Background: an optimization exercise with open tools, aiming at small area, a short achievable clock period and few clock cycles. Do not read the settings as production practice.
The RTL was checked by simulation tests, not by an equivalence proof against the original design.
No activity file was given, so power comes from the tool's default toggle rates.

==> flow/design.v (excerpt) <==
module stream_comp_invoke_top_module_FSM_1
        #(parameter width = 10)(
        input clk, rst,
        input [width - 1 : 0] data_in_fifo,
        input [width - 1 : 0] length_in_fifo,
        input [width - 1 : 0] command_in_fifo,
        input invoke,
        input [1 : 0] next_mode_in,
        output rd_data_in_fifo,
        output rd_length_in_fifo,
        output rd_command_in_fifo,
        output [width - 1 : 0] length,
        output FC,
        output wr_out_fifo1,
        output [width - 1 : 0] result_out);
    reg [3 : 0] len_q;
    reg k1_q, k0_q;
    wire mm = ~k1_q;                  
    wire mx = k0_q;                   
    wire sm = k1_q & k0_q;            
    reg [3 : 0] cnt;
    wire busy = (cnt != 4'd0);
    wire last = (cnt == 4'd1);
    reg [width - 1 : 0] acc;
    wire inv1 = invoke & ~next_mode_in[0] & ~next_mode_in[1];
    wire inv2 = invoke & next_mode_in[0];
    wire inv3 = invoke & next_mode_in[1];
    wire ld1 = invoke & (next_mode_in[0] ~^ next_mode_in[1]);
    assign rd_command_in_fifo = inv1;
    assign rd_length_in_fifo = inv1;
    assign rd_data_in_fifo = (invoke & next_mode_in[0] & ~next_mode_in[1]) | busy;
    assign wr_out_fifo1 = inv3;
    assign FC = (invoke & (~next_mode_in[0] | (len_q == 4'd1))) | last;
    assign result_out = acc;
    wire keep_len = ~invoke | (next_mode_in[0] ^ next_mode_in[1]);
    assign length = {{(width - 4){1'b0}},
  ...
Settings: LEC_CHECK=0, CAP_MARGIN=20, CORE_AREA=2 2 60 60, DIE_AREA=0 0 62 62, SETUP_SLACK_MARGIN=1.7, SLEW_MARGIN=20; clock period 5.0 ns.
standard.sh (not shown) runs the stock make flow with config.mk's settings and CLKGATE_MAP_FILE= SYNTH_SCRIPT=/design/flow/synth_recipe.tcl, a recipe that flattens the netlist after the stock synthesis.
==> flow/flow/run.sh <==
#!/bin/bash
# The standard layout with these changes:
#  - synthesis is synth_recipe.tcl with ORFS's synth.tcl, except that ABC maps
#    the combinational logic with flow/abc.script (registers are untouched:
#    they are mapped before ABC runs, so names, count and cells stay those of
#    the standard synthesis);
#  - plain buf_1 cells as the port buffers (the resizer sizes them up where
#    timing needs it);
#  - one tie cell shared by the constant outputs;
#  - no dummy clock loads in CTS, clkbuf_8 clock buffers.
set -euo pipefail
here=$(pwd)
export BUFFER_PORTS_ARGS="-buffer_cell sky130_fd_sc_hd__buf_1"
export SKIP_REPAIR_TIE_FANOUT=1
# Standard CTS arguments, without the dummy loads CTS adds for balancing,
# and with clkbuf_8 clock buffers (keeps the flip-flop clock slew low).
export CTS_ARGS="-sink_clustering_enable -repair_clock_nets -dont_use_dummy_load -buf_list sky130_fd_sc_hd__clkbuf_8"
export ABC_SCRIPT_X=$here/flow/abc.script
sed 's|^source \$::env(SCRIPTS_DIR)/synth_preamble.tcl|&\nset abc_args [lreplace $abc_args 1 1 $::env(ABC_SCRIPT_X)]\nputs "abc_args: $abc_args"|' \
    "$FLOW_HOME/scripts/synth.tcl" > "$here/synth_abc.tcl"
grep -q 'ABC_SCRIPT_X' "$here/synth_abc.tcl"
sed "s|\$::env(SCRIPTS_DIR)/synth.tcl|$here/synth_abc.tcl|" synth_recipe.tcl > "$here/synth_top.tcl"
grep -q 'synth_abc.tcl' "$here/synth_top.tcl"
sed "s|SYNTH_SCRIPT=[^ ]*|SYNTH_SCRIPT=$here/synth_top.tcl|" standard.sh > "$here/own.sh"
grep -q 'synth_top.tcl' "$here/own.sh"
bash "$here/own.sh" > standard_flow.log 2>&1
==> flow/flow/abc.script <==
strash
&get -n
&st
&dch
&nf -R 1000
&put
topo
stime -c
buffer -c
upsize -c
dnsize -c
Testbench counts at the start, summed over its fixed seeds: cycles 17,953.
Change:
--- a/flow/flow/run.sh
+++ b/flow/flow/run.sh
@@ -8,5 +8,5 @@
 #    timing needs it);
 #  - one tie cell shared by the constant outputs;
-#  - no dummy clock loads in CTS, clkbuf_8 clock buffers.
+#  - no dummy clock loads in CTS, clkbuf_8 clock buffers, one sink cluster.
 set -euo pipefail
 here=$(pwd)
@@ -15,5 +15,5 @@
 # Standard CTS arguments, without the dummy loads CTS adds for balancing,
 # and with clkbuf_8 clock buffers (keeps the flip-flop clock slew low).
-export CTS_ARGS="-sink_clustering_enable -repair_clock_nets -dont_use_dummy_load -buf_list sky130_fd_sc_hd__clkbuf_8"
+export CTS_ARGS="-sink_clustering_enable -repair_clock_nets -dont_use_dummy_load -buf_list sky130_fd_sc_hd__clkbuf_8 -sink_clustering_size 30 -sink_clustering_max_diameter 200"
 export ABC_SCRIPT_X=$here/flow/abc.script
 sed 's|^source \$::env(SCRIPTS_DIR)/synth_preamble.tcl|&\nset abc_args [lreplace $abc_args 1 1 $::env(ABC_SCRIPT_X)]\nputs "abc_args: $abc_args"|' \
- SETUP_SLACK_MARGIN: 1.7 -> 1.8
Outcome: The new run finished with timing, DRC and antenna clean; wire length shrinks by 0.84%; non-clock buffer count stays the same; setup slack gains 0.0038 ns; utilization grows by 0.19 points; combinational power climbs by about 0.9%; design area rose by 0.38%; critical path depth stays the same.
Change:
--- a/flow/flow/run.sh
+++ b/flow/flow/run.sh
@@ -8,5 +8,5 @@
 #    timing needs it);
 #  - one tie cell shared by the constant outputs;
-#  - no dummy clock loads in CTS, clkbuf_8 clock buffers, one sink cluster.
+#  - no dummy clock loads in CTS, clkbuf_8 clock buffers.
 set -euo pipefail
 here=$(pwd)
@@ -15,5 +15,5 @@
 # Standard CTS arguments, without the dummy loads CTS adds for balancing,
 # and with clkbuf_8 clock buffers (keeps the flip-flop clock slew low).
-export CTS_ARGS="-sink_clustering_enable -repair_clock_nets -dont_use_dummy_load -buf_list sky130_fd_sc_hd__clkbuf_8 -sink_clustering_size 30 -sink_clustering_max_diameter 200"
+export CTS_ARGS="-sink_clustering_enable -repair_clock_nets -dont_use_dummy_load -buf_list sky130_fd_sc_hd__clkbuf_8"
 export ABC_SCRIPT_X=$here/flow/abc.script
 sed 's|^source \$::env(SCRIPTS_DIR)/synth_preamble.tcl|&\nset abc_args [lreplace $abc_args 1 1 $::env(ABC_SCRIPT_X)]\nputs "abc_args: $abc_args"|' \
- SETUP_SLACK_MARGIN: 1.8 -> 1.2
- synthesized cell count is unchanged
- synthesized area does not change
- routed wire length falls by about 1%
- worst setup slack is worse by 0.45 ns
Change:
- SETUP_SLACK_MARGIN: 1.2 -> 2.0
Effect: Setup slack improves by 0.58 ns; combinational power grows by about 34%; power grows by 21%; cell count grows by about 7%; design area grows by 14%; synthesized area stays the same; fmax grows by about 20%; clock-buffer cell count is unchanged.
Change:
- SETUP_SLACK_MARGIN: 2.0 -> 2.1
=> Setup slack improved by 0.078 ns; fmax went up by 2.7%; global-route usage rises by 1.4 points; core utilization grows by 2.1 points; cell area rose by 3.7%.

## port drivers added, routing unchanged
The flow's constraints put no driver on any port. The routed layouts listed below were extracted and timed again, unchanged, in two steps.
Step 1: set_driving_cell puts a clkbuf_16 on clk and a buf_2 on each other input, an assumption about the parent block.
Step 2 moves the port delays by t, midway between the first and last clock arrival at a register: inputs arrive t later, outputs are due t later. That takes back most of the time a late clock gives input paths.
a / b / c = ideal / step 1 / step 2; a / b = the first two.
run | t (ns) | slack for setup (ns) | latest minus earliest clock arrival (ns) | worst slew at a driven data input, ns | pins driven straight from the clock port
the first run | 0.274 | 1.927 / 1.906 / 1.657 | 0.018 / 0.018 | 0.03 | 1
the second run | 0.274 | 1.931 / 1.900 / 1.766 | 0.015 / 0.015 | 0.04 | 1
the third run | 0.273 | 1.477 / 1.477 / 1.243 | 0.015 / 0.016 | 0.03 | 1
the fourth run | 0.279 | 2.059 / 2.030 / 1.829 | 0.012 / 0.012 | 0.03 | 1
the fifth run | 0.286 | 2.137 / 2.116 / 1.836 | 0.016 / 0.016 | 0.05 | 1
After both steps setup and hold are still met in every run listed. The setup slack of the fifth run, which loses most, moves by -0.021 ns with the drivers and by -0.301 ns with both steps.
